From an optimization exercise on the open Yosys and OpenROAD flow, aimed at small area, a short achievable clock period and few clock cycles; shortcuts taken in it are not production practice.
RTL that was checked went through simulation tests only; none was proved equivalent to the original.
Power and IR drop assume default switching activity.

==> flow/design.v <==
module Processor #(parameter WIDTH = 32) (
    input  logic               i_clk,
    input  logic               i_reset,
    input  logic [WIDTH-1:0]   i_ReadData,
    output logic               o_memwrite,
    output logic [WIDTH-1:0]   o_WriteData,
    output logic [WIDTH-1:0]   o_Address);
    logic [31:0] rf [1:7];
    logic [15:0] pc;         
    logic        e_r, e_ld, e_st, e_bq;    
    logic        e_sub, e_and, e_or, e_slt;
    logic [2:0]  e_rd;                     
    logic [31:0] opA, opB;
    logic [15:0] e_tgt;                    
    wire        e_mem = e_ld | e_st;
    wire [31:0] bop   = e_mem ? {16'd0, e_tgt} : (opB ^ {32{e_sub}});
    wire [31:0] sum   = opA + bop + {31'd0, e_sub};
    logic [31:0] res;
    always_comb begin
        if (e_and)      res = opA & opB;
        else if (e_or)  res = opA | opB;
        else if (e_slt) res = {31'd0, sum[31]};
        else            res = sum;
    end
    wire        e_taken = e_bq & (opA == opB);
    wire [31:0] ins   = i_ReadData;
    wire [5:0]  op    = ins[31:26];
    wire [5:0]  funct = ins[5:0];
    wire [15:0] imm   = ins[15:0];
    wire        f_v   = ~e_mem & ~e_taken;
    wire        is_r  = (op == 6'h00);
    wire        is_lb = (op == 6'h20);
    wire        is_sb = (op == 6'h28);
    wire        is_bq = (op == 6'h04);
    wire        is_j  = (op == 6'h02);
    wire [2:0]  ra = ins[23:21];
    wire [2:0]  rb = ins[18:16];
    wire [31:0] rfa = (ra == 3'd0) ? 32'd0 : rf[ra];
    wire [31:0] rfb = (rb == 3'd0) ? 32'd0 : rf[rb];
    wire        fwd_ok = e_r & (e_rd != 3'd0);
    wire [31:0] a = (fwd_ok && ra == e_rd) ? res : rfa;
    wire [31:0] b = (fwd_ok && rb == e_rd) ? res : rfb;
    wire [15:0] pc1 = pc + 16'd1;
    always_ff @(posedge i_clk) begin
        if (i_reset || !f_v) begin
            e_r  <= 1'b0;
            e_ld <= 1'b0;
            e_st <= 1'b0;
            e_bq <= 1'b0;
        end else begin
            e_r  <= is_r;
            e_ld <= is_lb;
            e_st <= is_sb;
            e_bq <= is_bq;
        end
    end
    always_ff @(posedge i_clk) begin
        e_sub <= is_r & ((funct == 6'h22) | (funct == 6'h2A));
        e_and <= is_r & (funct == 6'h24);
        e_or  <= is_r & (funct == 6'h25);
        e_slt <= is_r & (funct == 6'h2A);
        e_rd  <= is_r ? ins[13:11] : ins[18:16];
        opA   <= a;
        opB   <= b;
        e_tgt <= (is_lb | is_sb) ? imm : pc1 + imm;
    end
    always_ff @(posedge i_clk) begin
        if (i_reset)      pc <= 16'd0;
        else if (e_taken) pc <= e_tgt;
        else if (e_mem)   pc <= pc;
        else if (is_j)    pc <= imm;
        else              pc <= pc1;
    end
    wire [31:0] wd = e_ld ? ins : res;
    wire        we = (e_r | e_ld) & (e_rd != 3'd0);
    always_ff @(posedge i_clk) begin
        for (int i = 1; i < 8; i++)
            if (we && e_rd == i[2:0]) rf[i] <= wd;
    end
    assign o_memwrite  = e_st;
    assign o_WriteData = opB;
    assign o_Address   = e_mem ? sum : {16'd0, pc};
endmodule
==> flow/config.mk <==
export PLATFORM = sky130hd
export DESIGN_NAME = Processor
export DESIGN_NICKNAME = Processor
export VERILOG_FILES = /design/flow/design.v
export SDC_FILE = /design/flow/constraint.sdc
export NUM_CORES = 4
export LEC_CHECK = 0
export ABC_CLOCK_PERIOD_IN_PS = 3500
export CAP_MARGIN = 20
export CORE_MARGIN = 2
export CORE_UTILIZATION = 40
export SETUP_SLACK_MARGIN = 3.0
export SLEW_MARGIN = 20
==> flow/constraint.sdc <==
create_clock -name core_clock -period 7.0 [get_ports {i_clk}]
set_input_delay 1.4000 -clock core_clock [delete_from_list [all_inputs] [get_ports {i_clk}]]
set_output_delay 1.4000 -clock core_clock [all_outputs]
set_load 0.01 [all_outputs]
run.sh (not shown) runs the stock make flow with config.mk's settings and CLKGATE_MAP_FILE= SYNTH_SCRIPT=/design/flow/synth_recipe.tcl, a recipe that flattens the netlist after the stock synthesis.
Then changed:
--- a/flow/design.v
+++ b/flow/design.v
@@ -9,14 +9,15 @@
     logic [15:0] pc;         
     logic        e_r, e_ld, e_st, e_bq;    
     logic        e_sub, e_and, e_or, e_slt;
     logic [2:0]  e_rd;                     
     logic [31:0] opA, opB;
     logic [15:0] e_tgt;                    
-    wire        e_mem = e_ld | e_st;
-    wire [31:0] bop   = e_mem ? {16'd0, e_tgt} : (opB ^ {32{e_sub}});
+    logic       e_mem;                     
+    wire [31:0] ea    = opA + {16'd0, e_tgt};
+    wire [31:0] bop   = opB ^ {32{e_sub}};
     wire [31:0] sum   = opA + bop + {31'd0, e_sub};
     logic [31:0] res;
     always_comb begin
         if (e_and)      res = opA & opB;
         else if (e_or)  res = opA | opB;
         else if (e_slt) res = {31'd0, sum[31]};
@@ -44,17 +45,19 @@
     always_ff @(posedge i_clk) begin
         if (i_reset || !f_v) begin
             e_r  <= 1'b0;
             e_ld <= 1'b0;
             e_st <= 1'b0;
             e_bq <= 1'b0;
+            e_mem <= 1'b0;
         end else begin
             e_r  <= is_r;
             e_ld <= is_lb;
             e_st <= is_sb;
             e_bq <= is_bq;
+            e_mem <= is_lb | is_sb;
         end
     end
     always_ff @(posedge i_clk) begin
         e_sub <= is_r & ((funct == 6'h22) | (funct == 6'h2A));
         e_and <= is_r & (funct == 6'h24);
         e_or  <= is_r & (funct == 6'h25);
@@ -76,8 +79,8 @@
     always_ff @(posedge i_clk) begin
         for (int i = 1; i < 8; i++)
             if (we && e_rd == i[2:0]) rf[i] <= wd;
     end
     assign o_memwrite  = e_st;
     assign o_WriteData = opB;
-    assign o_Address   = e_mem ? sum : {16'd0, pc};
+    assign o_Address   = e_mem ? ea : {16'd0, pc};
 endmodule
Routed wire length increases by 1.2%.
Sequential cell count increases by 1.
Non-clock buffer count drops by 29.
Hold slack is better by 0.010 ns.
Register-to-register slack improved by 0.31 ns.
Total power climbs by 2.7%.
Global-route usage fell by 0.75 points.
Combinational power hardly moves.
Sequential power is about the same.
Sequential share of layout area came out lower by 0.90 points.
Utilization came out lower by 0.68 points.
Via count rises by 1.2%.
No run of this note included a check of the RTL's function; only the layout flow was run.

========
run C:
Another version of the RTL of Processor (not shown whole).
For scale: roughly 1,800 cells after synthesis, roughly 99 I/O pins, roughly 19,000 µm² of cells after synthesis.
==> module Processor, before the edit <==
module Processor #(parameter WIDTH = 32) (
    input  logic               i_clk,
    input  logic               i_reset,
    input  logic [WIDTH-1:0]   i_ReadData,
    output logic               o_memwrite,
    output logic [WIDTH-1:0]   o_WriteData,
    output logic [WIDTH-1:0]   o_Address);
    logic [31:0] rf [1:7];
    logic [15:0] pc;         
    logic        e_r, e_ld, e_st, e_bq;    
    logic        e_sub, e_and, e_or, e_slt;
    logic [2:0]  e_rd;                     
    logic [31:0] opA, opB;
    logic [15:0] e_tgt;                    
    logic       e_mem;                     
    wire [31:0] ea    = opA + {16'd0, e_tgt};
    wire [31:0] bop   = opB ^ {32{e_sub}};
    wire [31:0] sum   = opA + bop + {31'd0, e_sub};
    logic [31:0] res;
    always_comb begin
        if (e_and)      res = opA & opB;
        else if (e_or)  res = opA | opB;
        else if (e_slt) res = {31'd0, sum[31]};
        else            res = sum;
    end
    wire        e_taken = e_bq & (sum == 32'd0);    
    wire [31:0] ins   = i_ReadData;
    wire [5:0]  op    = ins[31:26];
    wire [5:0]  funct = ins[5:0];
    wire [15:0] imm   = ins[15:0];
    wire        f_v   = ~e_mem & ~e_taken;
    wire        is_r  = (op == 6'h00);
    wire        is_lb = (op == 6'h20);
    wire        is_sb = (op == 6'h28);
    wire        is_bq = (op == 6'h04);
    wire        is_j  = (op == 6'h02);
    wire [2:0]  ra = ins[23:21];
    wire [2:0]  rb = ins[18:16];
    wire        fwd_ok = e_r & (e_rd != 3'd0);
    wire        fwd_a  = fwd_ok & (ra == e_rd);
    wire        fwd_b  = fwd_ok & (rb == e_rd);
    logic [7:0] sel_a, sel_b;
    always_comb begin
        sel_a[0] = fwd_a;
        sel_b[0] = fwd_b;
        for (int i = 1; i < 8; i++) begin
            sel_a[i] = ~fwd_a & (ra == i[2:0]);
            sel_b[i] = ~fwd_b & (rb == i[2:0]);
        end
    end
    logic [31:0] a, b;
    RdMux rd_a (.sel(sel_a), .f(res), .r1(rf[1]), .r2(rf[2]), .r3(rf[3]), .r4(rf[4]),
                .r5(rf[5]), .r6(rf[6]), .r7(rf[7]), .q(a));
    RdMux rd_b (.sel(sel_b), .f(res), .r1(rf[1]), .r2(rf[2]), .r3(rf[3]), .r4(rf[4]),
                .r5(rf[5]), .r6(rf[6]), .r7(rf[7]), .q(b));
    wire [15:0] pc1 = pc + 16'd1;
    always_ff @(posedge i_clk) begin
        if (i_reset || !f_v) begin
            e_r  <= 1'b0;
            e_ld <= 1'b0;
            e_st <= 1'b0;
            e_bq <= 1'b0;
            e_mem <= 1'b0;
        end else begin
            e_r  <= is_r;
            e_ld <= is_lb;
            e_st <= is_sb;
            e_bq <= is_bq;
            e_mem <= is_lb | is_sb;
        end
    end
    always_ff @(posedge i_clk) begin
        e_sub <= is_bq | (is_r & ((funct == 6'h22) | (funct == 6'h2A)));
        e_and <= is_r & (funct == 6'h24);
        e_or  <= is_r & (funct == 6'h25);
        e_slt <= is_r & (funct == 6'h2A);
        e_rd  <= is_r ? ins[13:11] : ins[18:16];
        opA   <= a;
        opB   <= b;
        e_tgt <= (is_lb | is_sb) ? imm : pc1 + imm;
    end
    always_ff @(posedge i_clk) begin
        if (i_reset)      pc <= 16'd0;
        else if (e_taken) pc <= e_tgt;
        else if (e_mem)   pc <= pc;
        else if (is_j)    pc <= imm;
        else              pc <= pc1;
    end
    wire [31:0] wd = e_ld ? ins : res;
    wire        we = (e_r | e_ld) & (e_rd != 3'd0);
    always_ff @(posedge i_clk) begin
        for (int i = 1; i < 8; i++)
            if (we && e_rd == i[2:0]) rf[i] <= wd;
    end
    assign o_memwrite  = e_st;
    assign o_WriteData = opB;
    assign o_Address   = e_mem ? ea : {16'd0, pc};
endmodule
make LEC_CHECK=0 ABC_CLOCK_PERIOD_IN_PS=3500 CAP_MARGIN=20 CORE_MARGIN=2 CORE_UTILIZATION=40 SETUP_SLACK_MARGIN=3.0 SLEW_MARGIN=20 SYNTH_HIERARCHICAL=1 SYNTH_MINIMUM_KEEP_SIZE=0 finish   # period 7.0 ns
Testbench counts of run C, summed over its fixed seeds: cycles 29,901.
--- input diff run C..run E ---
--- a/flow/design.v
+++ b/flow/design.v
@@ -22,7 +22,9 @@
     logic [31:0] opA, opB;
     logic [15:0] e_tgt;                    
     logic       e_mem;                     
-    wire [31:0] ea    = opA + {16'd0, e_tgt};
+    wire [16:0] ea_lo = {1'b0, opA[15:0]} + {1'b0, e_tgt};
+    wire [15:0] ea_hi1 = opA[31:16] + 16'd1;
+    wire [31:0] ea    = {ea_lo[16] ? ea_hi1 : opA[31:16], ea_lo[15:0]};
     wire [31:0] bop   = opB ^ {32{e_sub}};
     wire [31:0] sum   = opA + bop + {31'd0, e_sub};
     logic [31:0] res;
==> summary.txt <==
- Area of the mapped netlist for run E is lower than for run C.
- For peak per-stage delay on the critical path, run E and run C come out practically identical.
- [run E vs run C] proportion of synthesized chip area in sequential cells: higher in run E
- Run E ended with more utilization than run C.
- Run E completed; timing, DRC and antenna clean
- Run C has higher number of placed instances, taps included than run E.
- The initial core utilization in run E was higher than what run C gave.
- For sequential power, run E and run C come out practically identical.
- Comparing run E with run C, the simple-gate share of the synthesized area came out essentially unchanged.
- Run C -> run E: clock power increased slightly
- Run E vs. run C: minimum clock period went up 0.35 ns, cell area went down 0.67%, fraction of standard cell area in multi-input logic went up 0.28 points, share of total power in the clock network went up 0.8 points, worst setup slack went down 0.35 ns.
Function not checked in run E: the RTL went through the layout flow alone.

========
Another version of the RTL of Processor (not shown whole).
Size in the first run: about 1,900 cells after synthesis, ~21,000 um2 of cells after synthesis.
==> module Add32, before the edit <==
module Add32 #(parameter W = 32, parameter L = 5) (
    input  logic [W-1:0] a,
    input  logic [W-1:0] b,
    input  logic         cin,
    output logic [W-1:0] s,
    output logic         cout);
    logic [W-1:0] p0;
    logic [W-1:0] g [0:L];
    logic [W-1:0] p [0:L];
    always_comb begin
        p0 = a ^ b;
        g[0] = a & b;
        g[0][0] = (a[0] & b[0]) | (p0[0] & cin);
        p[0] = p0;
        for (int l = 0; l < L; l++) begin
            for (int i = 0; i < W; i++) begin
                if ((i >> l) & 1) begin
                    g[l+1][i] = g[l][i] | (p[l][i] & g[l][((i >> l) << l) - 1]);
                    p[l+1][i] = p[l][i] & p[l][((i >> l) << l) - 1];
                end else begin
                    g[l+1][i] = g[l][i];
                    p[l+1][i] = p[l][i];
                end
            end
        end
        s = p0 ^ {g[L][W-2:0], cin};
        cout = g[L][W-1];
    end
endmodule
==> module Add16, before the edit <==
module Add16 #(parameter W = 16, parameter L = 4) (
    input  logic [W-1:0] a,
    input  logic [W-1:0] b,
    input  logic         cin,
    output logic [W-1:0] s,
    output logic         cout);
    logic [W-1:0] p0;
    logic [W-1:0] g [0:L];
    logic [W-1:0] p [0:L];
    always_comb begin
        p0 = a ^ b;
        g[0] = a & b;
        g[0][0] = (a[0] & b[0]) | (p0[0] & cin);
        p[0] = p0;
        for (int l = 0; l < L; l++) begin
            for (int i = 0; i < W; i++) begin
                if ((i >> l) & 1) begin
                    g[l+1][i] = g[l][i] | (p[l][i] & g[l][((i >> l) << l) - 1]);
                    p[l+1][i] = p[l][i] & p[l][((i >> l) << l) - 1];
                end else begin
                    g[l+1][i] = g[l][i];
                    p[l+1][i] = p[l][i];
                end
            end
        end
        s = p0 ^ {g[L][W-2:0], cin};
        cout = g[L][W-1];
    end
endmodule
==> module Processor, before the edit <==
module Processor #(parameter WIDTH = 32) (
    input  logic               i_clk,
    input  logic               i_reset,
    input  logic [WIDTH-1:0]   i_ReadData,
    output logic               o_memwrite,
    output logic [WIDTH-1:0]   o_WriteData,
    output logic [WIDTH-1:0]   o_Address);
    logic [31:0] rf [1:7];
    logic [15:0] pc;         
    logic        m_ld, m_st, m;            
    logic [31:0] m_ea, m_sd;               
    logic [7:1]  m_we;                     
    logic        e_ld, e_st, e_bq;         
    logic        e_sub, e_and, e_or, e_slt;
    logic [7:1]  e_we;                     
    logic [7:1]  e_lw;                     
    logic [2:0]  e_rs, e_rt;
    logic [31:0] opA, opB;
    logic [15:0] e_tgt;                    
    wire [31:0] bop = opB ^ {32{e_sub}};
    logic [31:0] sum;
    logic        sum_c;
    Add32 add_alu (.a(opA), .b(bop), .cin(e_sub), .s(sum), .cout(sum_c));
    logic [31:0] res;
    always_comb begin
        if (e_and)      res = opA & opB;
        else if (e_or)  res = opA | opB;
        else if (e_slt) res = {31'd0, sum[31]};
        else            res = sum;
    end
    wire        e_taken = ~m & e_bq & (opA == opB);
    logic [15:0] ea_lo;
    logic        ea_c;
    Add16 add_ea (.a(opA[15:0]), .b(e_tgt), .cin(1'b0), .s(ea_lo), .cout(ea_c));
    wire [15:0] ea_hi1 = opA[31:16] + 16'd1;
    wire [31:0] ea     = {ea_c ? ea_hi1 : opA[31:16], ea_lo};
    wire [31:0] wd   = m ? i_ReadData : res;
    wire [7:1]  w_oh = m ? m_we : e_we;
    wire [31:0] ins   = i_ReadData;
    wire [5:0]  op    = ins[31:26];
    wire [5:0]  funct = ins[5:0];
    wire [15:0] imm   = ins[15:0];
    wire        f_v   = ~m & ~e_taken;
    wire        is_r  = (op == 6'h00);
    wire        is_lb = (op == 6'h20);
    wire        is_sb = (op == 6'h28);
    wire        is_bq = (op == 6'h04);
    wire        is_j  = (op == 6'h02);
    wire [2:0]  ra = m ? e_rs : ins[23:21];
    wire [2:0]  rb = m ? e_rt : ins[18:16];
    logic [7:0] sel_a, sel_b;
    always_comb begin
        sel_a[0] = 1'b0;
        sel_b[0] = 1'b0;
        for (int i = 1; i < 8; i++) begin
            sel_a[i] = ~w_oh[i] & (ra == i[2:0]);
            sel_b[i] = ~w_oh[i] & (rb == i[2:0]);
            sel_a[0] = sel_a[0] | (w_oh[i] & (ra == i[2:0]));
            sel_b[0] = sel_b[0] | (w_oh[i] & (rb == i[2:0]));
        end
    end
    logic [31:0] a, b;
    RdMux rd_a (.sel(sel_a), .f(wd), .r1(rf[1]), .r2(rf[2]), .r3(rf[3]), .r4(rf[4]),
                .r5(rf[5]), .r6(rf[6]), .r7(rf[7]), .q(a));
    RdMux rd_b (.sel(sel_b), .f(wd), .r1(rf[1]), .r2(rf[2]), .r3(rf[3]), .r4(rf[4]),
                .r5(rf[5]), .r6(rf[6]), .r7(rf[7]), .q(b));
    wire [15:0] pc1 = pc + 16'd1;
    always_ff @(posedge i_clk) begin
        if (i_reset) begin
            e_ld <= 1'b0;
            e_st <= 1'b0;
            e_bq <= 1'b0;
            e_we <= 7'd0;
            e_lw <= 7'd0;
        end else if (!m) begin
            if (!f_v) begin
                e_ld <= 1'b0;
                e_st <= 1'b0;
                e_bq <= 1'b0;
                e_we <= 7'd0;
                e_lw <= 7'd0;
            end else begin
                e_ld <= is_lb;
                e_st <= is_sb;
                e_bq <= is_bq;
                for (int i = 1; i < 8; i++) begin
                    e_we[i] <= is_r & (ins[13:11] == i[2:0]);
                    e_lw[i] <= is_lb & (ins[18:16] == i[2:0]);
                end
            end
        end
    end
    always_ff @(posedge i_clk) begin
        opA <= a;
        opB <= b;
        if (!m) begin
            e_sub <= is_r & ((funct == 6'h22) | (funct == 6'h2A));
            e_and <= is_r & (funct == 6'h24);
            e_or  <= is_r & (funct == 6'h25);
            e_slt <= is_r & (funct == 6'h2A);
            e_rs  <= ins[23:21];
            e_rt  <= ins[18:16];
            e_tgt <= (is_lb | is_sb) ? imm : pc1 + imm;
        end
    end
    always_ff @(posedge i_clk) begin
        if (i_reset || m) begin
            m_ld <= 1'b0;
            m_st <= 1'b0;
            m    <= 1'b0;
        end else begin
            m_ld <= e_ld;
            m_st <= e_st;
            m    <= e_ld | e_st;
        end
    end
    always_ff @(posedge i_clk) begin
        m_ea <= ea;
        m_sd <= opB;
        m_we <= e_lw;
    end
    always_ff @(posedge i_clk) begin
        if (i_reset)      pc <= 16'd0;
        else if (e_taken) pc <= e_tgt;
        else if (m)       pc <= pc;
        else if (is_j)    pc <= imm;
        else              pc <= pc1;
    end
    always_ff @(posedge i_clk) begin
        for (int i = 1; i < 8; i++)
            if (w_oh[i]) rf[i] <= wd;
    end
    assign o_memwrite  = m_st;
    assign o_WriteData = m_sd;
    assign o_Address   = m ? m_ea : {16'd0, pc};
endmodule
Settings: LEC_CHECK=0, CAP_MARGIN=20, CORE_MARGIN=2, CORE_UTILIZATION=40, SETUP_SLACK_MARGIN=3.0, SLEW_MARGIN=20, SYNTH_HIERARCHICAL=1, SYNTH_MINIMUM_KEEP_SIZE=0; clock period 7.0 ns.
Testbench counts at the start, summed over its fixed seeds: cycles 29,933.
Change:
--- a/flow/design.v
+++ b/flow/design.v
@@ -1,10 +1,11 @@
-module Add32 #(parameter W = 32, parameter L = 5) (
+module Add32 #(parameter W = 32) (
     input  logic [W-1:0] a,
     input  logic [W-1:0] b,
     input  logic         cin,
     output logic [W-1:0] s,
     output logic         cout);
+    localparam L = $clog2(W);
     logic [W-1:0] p0;
     logic [W-1:0] g [0:L];
     logic [W-1:0] p [0:L];
     always_comb begin
@@ -26,14 +27,15 @@
         s = p0 ^ {g[L][W-2:0], cin};
         cout = g[L][W-1];
     end
 endmodule
-module Add16 #(parameter W = 16, parameter L = 4) (
+module Add16 #(parameter W = 16) (
     input  logic [W-1:0] a,
     input  logic [W-1:0] b,
     input  logic         cin,
     output logic [W-1:0] s,
     output logic         cout);
+    localparam L = $clog2(W);
     logic [W-1:0] p0;
     logic [W-1:0] g [0:L];
     logic [W-1:0] p [0:L];
     always_comb begin
@@ -74,34 +76,30 @@
     output logic [WIDTH-1:0]   o_Address);
     logic [31:0] rf [1:7];
     logic [15:0] pc;         
     logic        m_ld, m_st, m;            
-    logic [31:0] m_ea, m_sd;               
+    logic [31:0] m_ea;                     
     logic [7:1]  m_we;                     
     logic        e_ld, e_st, e_bq;         
     logic        e_sub, e_and, e_or, e_slt;
     logic [7:1]  e_we;                     
     logic [7:1]  e_lw;                     
     logic [2:0]  e_rs, e_rt;
-    logic [31:0] opA, opB;
+    logic [31:0] opA;
+    logic [31:0] opB;                      
     logic [15:0] e_tgt;                    
-    wire [31:0] bop = opB ^ {32{e_sub}};
     logic [31:0] sum;
     logic        sum_c;
-    Add32 add_alu (.a(opA), .b(bop), .cin(e_sub), .s(sum), .cout(sum_c));
+    Add32 add_alu (.a(opA), .b(opB), .cin(e_sub), .s(sum), .cout(sum_c));
     logic [31:0] res;
     always_comb begin
         if (e_and)      res = opA & opB;
         else if (e_or)  res = opA | opB;
         else if (e_slt) res = {31'd0, sum[31]};
         else            res = sum;
     end
     wire        e_taken = ~m & e_bq & (opA == opB);
-    logic [15:0] ea_lo;
-    logic        ea_c;
-    Add16 add_ea (.a(opA[15:0]), .b(e_tgt), .cin(1'b0), .s(ea_lo), .cout(ea_c));
-    wire [15:0] ea_hi1 = opA[31:16] + 16'd1;
-    wire [31:0] ea     = {ea_c ? ea_hi1 : opA[31:16], ea_lo};
+    wire [31:0] ea = opA + {16'd0, e_tgt};
     wire [31:0] wd   = m ? i_ReadData : res;
     wire [7:1]  w_oh = m ? m_we : e_we;
     wire [31:0] ins   = i_ReadData;
     wire [5:0]  op    = ins[31:26];
@@ -112,10 +110,11 @@
     wire        is_lb = (op == 6'h20);
     wire        is_sb = (op == 6'h28);
     wire        is_bq = (op == 6'h04);
     wire        is_j  = (op == 6'h02);
+    wire        re = m | e_st;
     wire [2:0]  ra = m ? e_rs : ins[23:21];
-    wire [2:0]  rb = m ? e_rt : ins[18:16];
+    wire [2:0]  rb = re ? e_rt : ins[18:16];
     logic [7:0] sel_a, sel_b;
     always_comb begin
         sel_a[0] = 1'b0;
         sel_b[0] = 1'b0;
@@ -130,8 +129,10 @@
     RdMux rd_a (.sel(sel_a), .f(wd), .r1(rf[1]), .r2(rf[2]), .r3(rf[3]), .r4(rf[4]),
                 .r5(rf[5]), .r6(rf[6]), .r7(rf[7]), .q(a));
     RdMux rd_b (.sel(sel_b), .f(wd), .r1(rf[1]), .r2(rf[2]), .r3(rf[3]), .r4(rf[4]),
                 .r5(rf[5]), .r6(rf[6]), .r7(rf[7]), .q(b));
+    wire f_sub = is_r & ((funct == 6'h22) | (funct == 6'h2A));
+    wire n_sub = re ? (m & e_sub) : f_sub;
     wire [15:0] pc1 = pc + 16'd1;
     always_ff @(posedge i_clk) begin
         if (i_reset) begin
             e_ld <= 1'b0;
@@ -158,17 +159,16 @@
         end
     end
     always_ff @(posedge i_clk) begin
         opA <= a;
-        opB <= b;
+        opB <= b ^ {32{n_sub}};
         if (!m) begin
-            e_sub <= is_r & ((funct == 6'h22) | (funct == 6'h2A));
+            e_sub <= f_sub;
             e_and <= is_r & (funct == 6'h24);
             e_or  <= is_r & (funct == 6'h25);
             e_slt <= is_r & (funct == 6'h2A);
-            e_rs  <= ins[23:21];
+            e_tgt <= (is_lb | is_sb) ? imm : pc1 + imm;
             e_rt  <= ins[18:16];
-            e_tgt <= (is_lb | is_sb) ? imm : pc1 + imm;
         end
     end
     always_ff @(posedge i_clk) begin
         if (i_reset || m) begin
@@ -182,10 +182,10 @@
         end
     end
     always_ff @(posedge i_clk) begin
         m_ea <= ea;
-        m_sd <= opB;
         m_we <= e_lw;
+        e_rs <= ins[23:21];      
     end
     always_ff @(posedge i_clk) begin
         if (i_reset)      pc <= 16'd0;
         else if (e_taken) pc <= e_tgt;
@@ -197,7 +197,7 @@
         for (int i = 1; i < 8; i++)
             if (w_oh[i]) rf[i] <= wd;
     end
     assign o_memwrite  = m_st;
-    assign o_WriteData = m_sd;
+    assign o_WriteData = opB;
     assign o_Address   = m ? m_ea : {16'd0, pc};
 endmodule
The new run completed with no timing, DRC or antenna violations.
Cell count shrinks slightly.
Sequential power went down by roughly a tenth.
Synthesized cell count stays the same.
Critical path depth climbs by 17.
Design area came out lower by a few percent.
Wire length goes up by a few percent.
Sequential share of layout area is lower by 1.3 points.
Count of clock-buffer cells in the layout decreases by 3.
Synthesized area shrinks slightly.
The RTL of the second run of this note was laid out without a check of its function.

[separate check: timing with driven ports]
Ports are ideal in the flow. The routed layouts listed here were re-timed in OpenROAD. Step 1, drivers: a clkbuf_16 drives i_clk and a buf_2 each remaining input, both assumed. Step 2, shift: input delay + t, output delay - t, t = (earliest + latest rising clock arrival at the registers) / 2. This alone moves slack from input paths to output paths. Slacks: no drivers / after step 1 / after step 2; pairs: no drivers / after step 1.
run | t, ns | setup slack, ns | worst setup path after step 2
the first run of note 1 | 0.617 | 1.823 / 1.762 / 2.379 | register to output
the second run of note 1 | 0.611 | 2.375 / 2.313 / 2.534 | input to register
run C | 0.619 | 2.265 / 2.207 / 2.579 | input to register
run E | 0.609 | 1.912 / 1.856 / 2.466 | register to output
the first run of note 3 | 0.641 | 3.033 / 2.976 / 2.579 | input to register
the second run of note 3 | 0.621 | 2.936 / 2.936 / 2.489 | input to register
After both steps setup and hold are still met in every run listed. The setup slack of the first run of note 3, which loses most, moves by -0.057 ns with the drivers and by -0.454 ns with both steps.
